Background: an optimization exercise with open tools, aiming at small area. Do not read the settings as production practice. No functional check of the RTL was part of any run shown here. Power figures rest on the tool's default switching activity, not on a simulated workload.

[flow/flow/run.sh]
#!/bin/bash
# Layout flow:
#  1. the standard synthesis (standard.sh synth);
#  2. its combinational logic re-synthesized for area by resynth.tcl (yosys,
#     abc &deepsyn), with 4 random seeds in parallel; the smallest result is
#     kept (or the standard netlist, if none is smaller). Every register
#     keeps its instance name and cell type;
#  3. the standard layout steps, with port buffers of the smallest buffer
#     and a clock tree of small buffers without dummy loads.
# Each tool's output goes to a log file in this folder.
set -o pipefail
here=$(pwd)
res=$here/orfs/results/$FLOW_PLATFORM/stop_watch/base
lib=$FLOW_HOME/platforms/sky130hd/lib/sky130_fd_sc_hd__tt_025C_1v80.lib
bash standard.sh synth > synth.log 2>&1 || exit 1
cp $res/1_2_yosys.v $here/std_synth.v

for s in 1 2 3 4; do
  printf 'strash\n&get -n\n&deepsyn -T 30 -S %s\n&dch -f\n&nf -R 1000\n&put\ntopo\n' $s > $here/resynth_$s.abc
  LIB=$lib DONT_USE_FILE=$here/flow/dont_use.txt ABC_SCRIPT=$here/resynth_$s.abc \
  IN_V=$here/std_synth.v OUT_V=$here/resynth_$s.v OUT_STAT=$here/resynth_$s.stat TOP=$FLOW_TOP \
    timeout 900 yosys -c $here/flow/resynth.tcl > $here/resynth_$s.log 2>&1 &
done
wait

area() { grep -m1 "Chip area for module '\\\\$FLOW_TOP'" "$1" 2>/dev/null | awk '{print $NF}'; }
best=$here/std_synth.v
best_area=$(area $here/resynth_1.stat.in)
[ -z "$best_area" ] && best_area=1e18
for s in 1 2 3 4; do
  a=$(area $here/resynth_$s.stat)
  if [ -n "$a" ] && [ -s $here/resynth_$s.v ] && awk "BEGIN{exit !($a < $best_area)}"; then
    best=$here/resynth_$s.v; best_area=$a
  fi
done
echo "netlist used: $best (area $best_area)" > $here/resynth_choice.log
cp $best $res/1_2_yosys.v

bash standard.sh \
  BUFFER_PORTS_ARGS="-buffer_cell sky130_fd_sc_hd__buf_1" \
  CTS_ARGS="-sink_clustering_enable -repair_clock_nets -dont_use_dummy_load -buf_list sky130_fd_sc_hd__clkbuf_4 -sink_clustering_size 10" \
  finish > standard.log 2>&1
[flow/flow/dont_use.txt]
sky130_fd_sc_hd__probe_p_8
sky130_fd_sc_hd__probec_p_8
sky130_fd_sc_hd__lpflow_bleeder_1
sky130_fd_sc_hd__lpflow_clkbufkapwr_1
sky130_fd_sc_hd__lpflow_clkbufkapwr_16
sky130_fd_sc_hd__lpflow_clkbufkapwr_2
sky130_fd_sc_hd__lpflow_clkbufkapwr_4
sky130_fd_sc_hd__lpflow_clkbufkapwr_8
sky130_fd_sc_hd__lpflow_clkinvkapwr_1
sky130_fd_sc_hd__lpflow_clkinvkapwr_16
sky130_fd_sc_hd__lpflow_clkinvkapwr_2
sky130_fd_sc_hd__lpflow_clkinvkapwr_4
sky130_fd_sc_hd__lpflow_clkinvkapwr_8
sky130_fd_sc_hd__lpflow_decapkapwr_12
sky130_fd_sc_hd__lpflow_decapkapwr_3
sky130_fd_sc_hd__lpflow_decapkapwr_4
sky130_fd_sc_hd__lpflow_decapkapwr_6
sky130_fd_sc_hd__lpflow_decapkapwr_8
sky130_fd_sc_hd__lpflow_inputiso0n_1
sky130_fd_sc_hd__lpflow_inputiso0p_1
sky130_fd_sc_hd__lpflow_inputiso1n_1
sky130_fd_sc_hd__lpflow_inputiso1p_1
sky130_fd_sc_hd__lpflow_inputisolatch_1
sky130_fd_sc_hd__lpflow_isobufsrc_1
sky130_fd_sc_hd__lpflow_isobufsrc_16
sky130_fd_sc_hd__lpflow_isobufsrc_2
sky130_fd_sc_hd__lpflow_isobufsrc_4
sky130_fd_sc_hd__lpflow_isobufsrc_8
sky130_fd_sc_hd__lpflow_isobufsrckapwr_16
sky130_fd_sc_hd__lpflow_lsbuf_lh_hl_isowell_tap_1
sky130_fd_sc_hd__lpflow_lsbuf_lh_hl_isowell_tap_2
sky130_fd_sc_hd__lpflow_lsbuf_lh_hl_isowell_tap_4
sky130_fd_sc_hd__lpflow_lsbuf_lh_isowell_4
sky130_fd_sc_hd__lpflow_lsbuf_lh_isowell_tap_1
sky130_fd_sc_hd__lpflow_lsbuf_lh_isowell_tap_2
sky130_fd_sc_hd__lpflow_lsbuf_lh_isowell_tap_4
[flow/flow/resynth.tcl]
# Re-map the combinational logic of the standard synthesis netlist for area.
# Registers (and their instance names and cell types) are kept as they are.
yosys -import
set lib $::env(LIB)
set dont_use {}
foreach c [split [string trim [read [open $::env(DONT_USE_FILE)]]]] { lappend dont_use -dont_use $c }
read_liberty -ignore_miss_func $lib
read_verilog $::env(IN_V)
hierarchy -top $::env(TOP)
set seq_cells {sky130_fd_sc_hd__df* sky130_fd_sc_hd__edf* sky130_fd_sc_hd__sdf* sky130_fd_sc_hd__sedf* sky130_fd_sc_hd__dlx* sky130_fd_sc_hd__dlr* sky130_fd_sc_hd__dlclkp*}
setattr -mod -set keep_hierarchy 1 {*}$seq_cells
set n_seq_in [llength [split [string trim [tee -q -s result.string select -list $::env(TOP)/t:sky130_fd_sc_hd__df* $::env(TOP)/t:sky130_fd_sc_hd__edf* $::env(TOP)/t:sky130_fd_sc_hd__sdf* $::env(TOP)/t:sky130_fd_sc_hd__sedf* $::env(TOP)/t:sky130_fd_sc_hd__dlx* $::env(TOP)/t:sky130_fd_sc_hd__dlr* $::env(TOP)/t:sky130_fd_sc_hd__dlclkp*]] "\n"]]
tee -q -o $::env(OUT_STAT).in stat -liberty $lib
flatten
opt -purge
abc -script $::env(ABC_SCRIPT) -liberty $lib {*}$dont_use
opt_clean -purge
hilomap -singleton -hicell sky130_fd_sc_hd__conb_1 HI -locell sky130_fd_sc_hd__conb_1 LO
set n_seq_out [llength [split [string trim [tee -q -s result.string select -list $::env(TOP)/t:sky130_fd_sc_hd__df* $::env(TOP)/t:sky130_fd_sc_hd__edf* $::env(TOP)/t:sky130_fd_sc_hd__sdf* $::env(TOP)/t:sky130_fd_sc_hd__sedf* $::env(TOP)/t:sky130_fd_sc_hd__dlx* $::env(TOP)/t:sky130_fd_sc_hd__dlr* $::env(TOP)/t:sky130_fd_sc_hd__dlclkp*]] "\n"]]
puts "resynth: registers in $n_seq_in, out $n_seq_out"
if {$n_seq_in != $n_seq_out} { error "register count changed" }
tee -o $::env(OUT_STAT) stat -liberty $lib
select $::env(TOP)
write_verilog -noattr -noexpr -nohex -nodec -selected $::env(OUT_V)
[flow/standard.sh]
#!/bin/bash
# synth_recipe.tcl (not shown) runs the flow's synth.tcl, then flattens the netlist and writes it again
# the make line also repeats each setting of config.mk as NAME=value (left out here)
make -C /OpenROAD-flow-scripts/flow DESIGN_CONFIG=/design/flow/config.mk WORK_HOME=/design/flow/orfs CLKGATE_MAP_FILE= SYNTH_SCRIPT=/design/flow/synth_recipe.tcl "${@:-finish}"
[flow/config.mk]
export PLATFORM = sky130hd
export DESIGN_NAME = stop_watch
export DESIGN_NICKNAME = stop_watch
export VERILOG_FILES = /design/flow/design.v
export SDC_FILE = /design/flow/constraint.sdc
export NUM_CORES = 4
export LEC_CHECK = 0
export CAP_MARGIN = 20
export CORE_MARGIN = 2
export CORE_UTILIZATION = 65
export SLEW_MARGIN = 20
[flow/constraint.sdc]
create_clock -name core_clock -period 10.0 [get_ports {clk}]
set_input_delay 2.0000 -clock core_clock [delete_from_list [all_inputs] [get_ports {clk}]]
set_output_delay 2.0000 -clock core_clock [all_outputs]
set_load 0.01 [all_outputs]
[flow/design.v]
module key_ctl
(
input   rst,clk,
input   tick,		 
input   upd,		 
input   key0,		 
input   key1,		 
output  reg buzz,
output  reg cnt_en,cnt_clr	 
);
reg k0p0,k0p1;
reg [4:0] k0cnt;
reg k1p0,k1p1;
reg [4:0] k1cnt;
reg [5:0] bzcnt;	 
wire k0hit = k0cnt[4] & k0cnt[1] & k0cnt[0];	 
wire k1hit = k1cnt[4] & k1cnt[1] & k1cnt[0];
wire k0top = k0cnt[4] & k0cnt[2];				 
wire k1top = k1cnt[4] & k1cnt[2];
wire k0new = k0top & ~k0cnt[0];					 
wire k1new = k1top & ~k1cnt[0];
always@(negedge rst, posedge clk)
if (rst == 0)
    begin
        k0p0 <= 0;
        k0p1 <= 0;
        k0cnt <= 20;
    end
else if (tick)
    begin
        k0p0 <= ~key0;
        k0p1 <= k0p0;
        if (k0p0 != k0p1)
            k0cnt <= k0hit ? 5'd22 : 5'd0;
        else if (k0top)
            k0cnt <= k0cnt[1] ? 5'd1 : 5'd21;
        else
            k0cnt <= k0cnt + 1'd1;
    end
always@(negedge rst, posedge clk)
if (rst == 0)
    begin
        k1p0 <= 0;
        k1p1 <= 0;
        k1cnt <= 20;
    end
else if (tick)
    begin
        k1p0 <= ~key1;
        k1p1 <= k1p0;
        if (k1p0 != k1p1)
            k1cnt <= k1hit ? 5'd22 : 5'd0;
        else if (k1top)
            k1cnt <= k1cnt[1] ? 5'd1 : 5'd21;
        else
            k1cnt <= k1cnt + 1'd1;
    end
always@(negedge rst, posedge clk)
if (rst == 0)
    begin
        cnt_en <= 0;
        cnt_clr <= 0;
    end
else if (upd)
    begin
        if (k0new & k0p1)
            cnt_en <= ~cnt_en;
        if (k1new)
            cnt_clr <= k1p1;
    end
always@(negedge rst, posedge clk)
if (rst == 0)
    begin
        buzz <= 0;
        bzcnt <= 32;
    end
else if (tick)
    begin
        if ((k1hit & k1p0) | (k0hit & k0p0))
            bzcnt <= 0;
        else if (!bzcnt[5])
            bzcnt <= bzcnt + 1'd1;
        buzz <= ~bzcnt[5];
    end
endmodule
module counters
(
input   rst,clk,
input   upd,
input   cnt_en,cnt_clr,
output  [31:0] bcd8d
);
function [3:0] inc10;
input [3:0] q;
    inc10 = {(q[3] & ~q[0]) | (q[2] & q[1] & q[0]),
             q[2] ^ (q[1] & q[0]),
             q[1] ^ (q[0] & ~q[3]),
             ~q[0]};
endfunction
function [2:0] inc6;
input [2:0] q;
    inc6 = {(q[2] & ~q[0]) | (q[1] & q[0]),
            q[1] ^ (q[0] & ~q[2]),
            ~q[0]};
endfunction
reg n4, n9;			 
reg [3:0] t1, s0, m0, h0, h1;
reg [2:0] s1, m1;
wire c1 = n9;
wire c2 = c1 & t1[3] & t1[0];	 
wire c3 = c2 & s0[3] & s0[0];
wire c4 = c3 & s1[2] & s1[0];	 
wire c5 = c4 & m0[3] & m0[0];
wire c6 = c5 & m1[2] & m1[0];
wire c7 = c6 & h0[3] & h0[0];
always@(negedge rst, posedge clk)
if (rst == 0)
    begin
        n4 <= 0; n9 <= 0;
        t1 <= 0; s0 <= 0; s1 <= 0; m0 <= 0; m1 <= 0; h0 <= 0; h1 <= 0;
    end
else if (upd)
    begin
        if (cnt_en)
            begin
                n4 <= ~n4;
                n9 <= n4;
                if (c1) t1 <= inc10(t1);
                if (c2) s0 <= inc10(s0);
                if (c3) s1 <= inc6(s1);
                if (c4) m0 <= inc10(m0);
                if (c5) m1 <= inc6(m1);
                if (c6) h0 <= inc10(h0);
                if (c7) h1 <= inc10(h1);
            end
        else if (cnt_clr)
            begin
                n4 <= 0; n9 <= 0;
                t1 <= 0; s0 <= 0; s1 <= 0; m0 <= 0; m1 <= 0; h0 <= 0; h1 <= 0;
            end
    end
wire [3:0] t0 = {n9, n4, 1'b0, n9};
assign bcd8d = {h1, h0, 1'b0, m1, m0, 1'b0, s1, s0, t1, t0};
endmodule
module seg_ctl
(
input   rst,clk,
input   upd,
input   ph12,
input   [31:0] bcd8d,
output  [7:0] seg_d,seg_com
);
reg  [12:0] lf;
reg  [2:0]  dsel;
reg  run;		 
wire alive = run | ph12;
always@(negedge rst, posedge clk)
if (rst == 0)
    run <= 0;
else if (upd)
    run <= 1;
wire z12 = (lf[11:0] == 0);
wire fb  = lf[12] ^ lf[4] ^ lf[1] ^ lf[0] ^ z12;
wire wrap = z12 & ~lf[12] & run;
always@(negedge rst, posedge clk)
if (rst == 0)
    lf <= 13'h0800;
else
    lf <= {lf[11:0], fb};
wire [2:0] csel = dsel + wrap;
always@(negedge rst, posedge clk)
if (rst == 0)
    dsel <= 0;
else
    dsel <= csel;
reg [3:0] sdh;
always @*
    case (dsel)
    3'd0    : sdh = bcd8d[03:00];
    3'd1    : sdh = bcd8d[07:04];
    3'd2    : sdh = bcd8d[11:08];
    3'd3    : sdh = bcd8d[15:12];
    3'd4    : sdh = bcd8d[19:16];
    3'd5    : sdh = bcd8d[23:20];
    3'd6    : sdh = bcd8d[27:24];
    default : sdh = bcd8d[31:28];
    endcase
wire dot = ~dsel[0] & (dsel[1] | dsel[2]);
wire [3:0] d = sdh;
wire [6:0] segd;
assign segd[0] = d[3] | d[1] | ~(d[2] ^ d[0]);
assign segd[1] = ~d[2] | ~(d[1] ^ d[0]);
assign segd[2] = d[2] | ~d[1] | d[0];
assign segd[3] = d[3] | (~d[2] & ~d[0]) | (~d[2] & d[1]) | (d[1] & ~d[0]) | (d[2] & ~d[1] & d[0]);
assign segd[4] = ~d[0] & (~d[2] | d[1]);
assign segd[5] = d[3] | d[2] | (~d[1] & ~d[0]);
assign segd[6] = d[3] | (d[2] ^ d[1]) | (d[1] & ~d[0]);
assign seg_d   = alive ? {dot, segd} : 8'h00;
assign seg_com = alive ? (8'h01 << csel) : 8'h00;
endmodule
module stop_watch
(
input   rst,clk,
input   key0,		 
input   key1,		 
input   [3:0] enc,	 
output  buzz,
output  [7:0] seg_d,seg_com
);
reg [3:0] ph;
always@(negedge rst, posedge clk)
if (rst == 0)
    ph <= 0;
else if (ph[3] & ph[0])
    ph <= 0;
else
    ph <= ph + 1;
wire tick = ph[2] & ph[1] & ~ph[0];		 
wire upd  = ~ph[2] & ph[1] & ~ph[0];	 
wire ph12 = ph[1] | ph[0];	 
wire en_d, clr_d;
key_ctl ukey_ctl
	(
	.rst	(rst	),
	.clk	(clk	),
	.tick	(tick	),
	.upd	(upd	),
	.key0	(key0	),
	.key1	(key1	),
	.buzz	(buzz	),
	.cnt_en	(en_d	),
	.cnt_clr(clr_d	)
	);
wire [31:0] bcd8d;
counters ucounters
	(
	.rst	(rst	),
	.clk	(clk	),
	.upd	(upd	),
	.cnt_en	(en_d	),
	.cnt_clr(clr_d	),
	.bcd8d	(bcd8d	)
	);
seg_ctl useg_ctl
	(
	.rst	(rst	),
	.clk	(clk	),
	.upd	(upd	),
	.ph12	(ph12	),
	.bcd8d	(bcd8d	),
	.seg_d	(seg_d	),
	.seg_com(seg_com)
	);
endmodule
==> out/metrics.csv, run 1 <==
metric,value,unit
status,no timing/DRC/antenna violations,
cts_tree,yes,
ant_nets,0,
htree_levels,3,
drive_gt1_share,4.87,%
cts_resized,0,
core,0.00469,mm^2
yosys_warnings,4,
period_needed,5020,ps
worstHoldPathType,register to register,
area_delta_synth_final,6.93,%
hold_viol,0,
antenna_found_initial,0,
routed_via_density,6.26,
worstSetupPathType,register to output port,
drt_pass1_iterations,5,
crit_fanout,11,
setup_viol,0,
syn_area,0.00316,mm^2
slew_headroom,38.4,%
rsz0062_at_grt,false,
via_count,2524,
timing.fmax,199,MHz
crit_chain,and2_0 > a222oi_1 > clkinv_1 > o21ai_0 > xnor2_1 > nor2b_1 > o21ai_0 > o21bai_1 > buf_1,
cap_violations,0,
cp_common_cell,o21ai_0,
cp_data_required_time,8000,ps
cp_slowest_cell,o21ai_0,
leakage,0.00146,uW
dp_hpwl,4480,um
post_cts_buffers,0,
fin_crit_sh,50.2,%
grt_pass1_vias,2273,
grt_max_degree,73,
grt_pass1_wl,10600,um
skew,27.6,ps
final_cells,403,
io_pins,25,
syn_area_per_cell,9.91,um^2
finalSetupTns,0,ps
wire_per_inst,15.7,um
wl,6320,um
peakVddDrop,0.109,mV
port_buffers,20,
finalInstanceArea,0.00338,mm^2
numCtsBuffers,9,
tightest_slew,916,ps
diodes,0,
dp.cells,394,
clock-root-buffer,clkbuf_4,
clock_latency,420,ps
initial_core_util,67.4,%
clkTransAtPathRegs,120,ps
die_area,0.00544,mm^2
synth_fp_nets,327,
grt_use_total,26.1,%
hold_buffers,0,
drcViolationCount,0,
powerDensity,142,mW/mm^2
place_congestion,0.825,
drtIter0Drc,193,
end_kind,output port,
cts_sinks,72,
row_count,25,
drv_slew,0,
grt_overflow,0,
total_power,481,uW
cp.arrival,3020,ps
synth_cells,319,
critPathMaxStageDelay,510,ps
die_x,73.7,um
cp-start-kind,register,
placed_area,0.00331,mm^2
fp.dieH,73.7,um
nets,359,
clockBufferDepth,2,
holdWs,382,ps
## cells in the final DEF (no fill, tap or decap), drive strengths merged, types with 3 or more instances in the layout
cell    count
a21oi      28
a222oi      3
a22o        3
a22oi       5
a31o        3
a31oi      10
and2        3
and3       11
buf        21
clkbuf      9
clkinv      6
dfrtp      66
dfstp       6
nand2      36
nand2b      3
nand3      12
nor2       37
nor2b       6
nor3       15
nor4        4
o21a        5
o21ai      18
o22ai       6
or2         3
or3         3
xnor2       6
xor2        3
## stage by stage
step	setup WS, ps	utilization [%]
after floorplan	5730	-
after global placement	5510	70.6
after detailed placement	5420	70.6
after CTS	4980	72.1
after global routing	4720	72.1
final	4980	72.1
## routing by layer
layer / vias to the layer above / GRT usage [%] / part of all wire [%]
li1: 1241 / - / -
met1: 1188 / 38.8 / 48
met2: 76 / 37.0 / 45
met3: 19 / 5.08 / 5.0
met4: 0 / 12.7 / 2.3
met5: - / 0 / 0
## flip-flops by register name, indices dropped and copies added (netlist names)
signal            flops
ukey_ctl.buzz         1
ukey_ctl.k1cnt        5
ucounters.m1          3
ucounters.m0          4
ukey_ctl.k1p1         1
ph                    4
useg_ctl.dsel         3
ucounters.s0          4
ukey_ctl.cnt_en       1
ukey_ctl.k0p1         1
ucounters.t1          4
useg_ctl.lf          13
useg_ctl.run          1
ukey_ctl.k1p0         1
ucounters.n9          1
ukey_ctl.bzcnt        6
ucounters.h1          4
ucounters.n4          1
ucounters.h0          4
ukey_ctl.k0p0         1
ucounters.s1          3
ukey_ctl.cnt_clr      1
ukey_ctl.k0cnt        5
## layout make-up
class,count,area (um^2)
Timing Repair Buffer,21,83.8
Fill cell,362,1310
Tap cell,54,67.6
Inverter,6,22.5
Sequential cell,72,1810
Multi-Input combinational cell,241,1330
Clock buffer,9,67.6
## critical path, delay by kind of cell, from the launching register on
kind                      cells  cell delay (ps)
AOI/OAI and AO/OA             4             1230
xor gates and xnor gates      1              180
buffers and inverters         2              260
DFF                           1              480
and+or+nand+nor               2              480
## report_power, final
part           total (uW)  switching (uW)  internal (uW)
logic                30.0            16.4           13.6
registers             324            14.3            309
clock network         128            85.8           41.8
## worst paths after layout
path | from | endpoint | slack, ps | cells past startpoint
max | useg_ctl.dsel[2]$_DFF_PN0_ | seg_d[0] | 4980 | 9
min | useg_ctl.lf[8]$_DFF_PN0_ | useg_ctl.lf[9]$_DFF_PN0_ | 380 | 0
max reg2reg | ph[0]$_DFF_PN0_ | ucounters.h1[1]$_DFFE_PN0P_ | 6300 | 13
min reg2reg | useg_ctl.lf[8]$_DFF_PN0_ | useg_ctl.lf[9]$_DFF_PN0_ | 380 | 0
max in group asynchronous | rst | ukey_ctl.k0cnt[3]$_DFFE_PN0P_ | 7650 | 2
min in group asynchronous | rst | ucounters.m1[0]$_DFFE_PN0P_ | 1770 | 2
==> run 2, diff against run 1 <==
--- a/flow/flow/run.sh
+++ b/flow/flow/run.sh
@@ -38,5 +38,5 @@
 
 bash standard.sh \
   BUFFER_PORTS_ARGS="-buffer_cell sky130_fd_sc_hd__buf_1" \
-  CTS_ARGS="-sink_clustering_enable -repair_clock_nets -dont_use_dummy_load -buf_list sky130_fd_sc_hd__clkbuf_4 -sink_clustering_size 10" \
+  CTS_ARGS="-sink_clustering_enable -repair_clock_nets -dont_use_dummy_load -root_buf sky130_fd_sc_hd__clkbuf_8 -buf_list sky130_fd_sc_hd__clkbuf_4 -sink_clustering_size 10" \
   finish > standard.log 2>&1
==> out/metrics.csv, run 2 <==
metric,value,unit,change
core,0.00469,mm^2,unchanged
grt_use_total,27.1,%,+0.91 points
clock-root-buffer,clkbuf_8,,
die_x,73.7,um,unchanged
post_cts_buffers,0,,unchanged
synth_fp_nets,327,,unchanged
fin_crit_sh,49.5,%,-0.70 points
row_count,25,,unchanged
yosys_warnings,4,,unchanged
grt_use_met3,6.31,%,+1.2 points
antenna_found_initial,0,,unchanged
layout_common_cells,"dfrtp_1 (66), nor2_1 (37), nand2_1 (36), a21oi_1 (28), buf_1 (19)",,
die_area,0.00544,mm^2,unchanged
clockBufferDepth,2,,unchanged
top_regs,"useg_ctl.lf x13, ukey_ctl.bzcnt x6",,
fp.dieH,73.7,um,unchanged
htree_levels,3,,unchanged
place_congestion,0.825,,unchanged
drt_pass1_iterations,4,,-1
io_pins,25,,unchanged
slew_headroom,37.9,%,-0.57 points
finalSetupTns,0,ps,unchanged
wire_per_inst,16.1,um,+2.6%
leakage,0.00149,uW,+1.6%
area_delta_synth_final,8.71,%,
clkTransAtPathRegs,70,ps,-50 ps
layout_commonest_cell,dfrtp_1,,
grt_overflow,0,,unchanged
cp-start-kind,register,,
synth_cells,319,,unchanged
dp.cells,394,,unchanged
crit_fanout,8,,-3
fill_cells,358,,-1.1%
numCtsBuffers,9,,unchanged
wl,6480,um,+2.6%
drv_slew,0,,unchanged
cts_resized,0,,unchanged
powerDensity,153,mW/mm^2,+7.7%
dp_hpwl,4480,um,unchanged
grt_util_met2,37.9,%,+0.89 points
skew,17.3,ps,-10.3 ps
grt_max_degree,73,,unchanged
ant_nets,0,,unchanged
hold_buffers,0,,unchanged
syn_area,0.00316,mm^2,unchanged
routed_via_density,6.21,,-0.91%
period_needed,4950,ps,-70.3 ps
cp.arrival,2950,ps,-70 ps
gr-usage-met1,39.3,%,+0.56 points
setup_viol,0,,unchanged
drtIter0Drc,191,,-1.0%
top_register,useg_ctl.lf,,
syn_area_per_cell,9.91,um^2,unchanged
nets,359,,unchanged
cts_sinks,72,,unchanged
diodes,0,,unchanged
grt_pass1_wl,10800,um,+1.9%
grt_pass1_vias,2306,,+1.5%
end_kind,output port,,
timing.fmax,202,MHz,+1.4%
worstHoldPathType,register to register,,
rsz0062_at_grt,false,,
via_count,2501,,-0.91%
port_buffers,20,,unchanged
status,no timing/DRC/antenna violations,,
drive_gt1_share,4.87,%,unchanged
drcViolationCount,0,,unchanged
hold_viol,0,,unchanged
largest_reg_flops,13,,unchanged
final_cells,403,,unchanged
clock_latency,350,ps,-70 ps
cts_tree,yes,,
peakVddDrop,0.120,mV,+10%
grt_most_used_layer,met1,,
cp_data_required_time,8000,ps,about the same
tightest_slew,925,ps,+8.56 ps
cap_violations,0,,unchanged
worstSetupPathType,register to output port,,
initial_core_util,67.4,%,unchanged
-- run 2: per-stage QoR --
stage / power (uW) / area, um^2 / setup slack [ps] / hold WS (ps) / util [%]
4_1_cts: 530 / 3440 / 5050 / 383 / 73.3
3_3_place_gp: 358 / 3310 / 5510 / 358 / 70.6
5_1_grt: 550 / 3440 / 4780 / 393 / 73.3
2_1_floorplan: 347 / 3160 / 5730 / 354 / -
6_report: 527 / 3440 / 5050 / 381 / 73.3
3_5_place_dp: 360 / 3310 / 5420 / 366 / 70.6
-- run 2: worst paths after layout --
kind                                       startpoint                          end  slack, ps  depth (start not counted)
max in group asynchronous                         rst    ukey_ctl.k1p1$_DFFE_PN0P_       7580                          2
min reg2reg                  useg_ctl.lf[3]$_DFF_PN0_     useg_ctl.lf[4]$_DFF_PN0_        380                          0
max                        useg_ctl.dsel[1]$_DFF_PN0_                     seg_d[0]       5050                          9
min                          useg_ctl.lf[3]$_DFF_PN0_     useg_ctl.lf[4]$_DFF_PN0_        380                          0
max reg2reg                           ph[0]$_DFF_PN0_  ucounters.h1[1]$_DFFE_PN0P_       6340                         13
min in group asynchronous                         rst  ucounters.h1[0]$_DFFE_PN0P_       1840                          2
-- run 2: cell type report --
cell class / count / area, um^2 / share of cell area [%]
multi-input cells: 241 / 1330 / 38.7
repair buffers: 21 / 83.8 / 2.44
inverters: 6 / 22.5 / 0.655
clock buffers: 9 / 124 / 3.60
flip-flops and latches: 72 / 1810 / 52.6
well taps: 54 / 67.6 / 1.97
-- run 2: worst max-delay path, stage by stage, from the launching register on --
cell      delay, ps
dfrtp_1         460
and2_0          290
a222oi_1        400
clkinv_1        100
o21ai_0         510
xnor2_1         170
nor2b_1         200
o21ai_0         130
o21bai_1        180
buf_1           160
-- run 2: routing by layer --
metal  vias up  wire length [um]
met5         -                 0
met4         0               148
met3        17               284
met2        65              2910
met1      1177              3140
li1       1242                 -
-- run 2: where the power goes --
group | internal (uW) | switching [uW] | total, uW
clock | 80.1 | 91.7 | 172
combinational | 13.6 | 16.9 | 30.5
sequential | 310 | 15.0 | 325

==> port drivers added, routing unchanged <==
No port has a modelled driver above. Below, the same layouts with a new extraction and two added sets of constraints.
Step 1 assumes that a clkbuf_16 drives the clock port and a buf_2 every other input.
Step 2 times the ports against the registers' clock, not the clock port: input delays grow and output delays shrink by t, the midpoint of the rising clock arrivals with the driver on.
Three values: ideal ports, drivers, drivers and shift; two values: the first two.
run	t (ns)	slack for setup (ns)	clock arrival spread, ns
run 1	0.430	4.976 / 4.951 / 5.381	0.028 / 0.028
run 2	0.371	5.047 / 5.019 / 5.391	0.017 / 0.017
After both steps setup and hold are still met in every run listed.
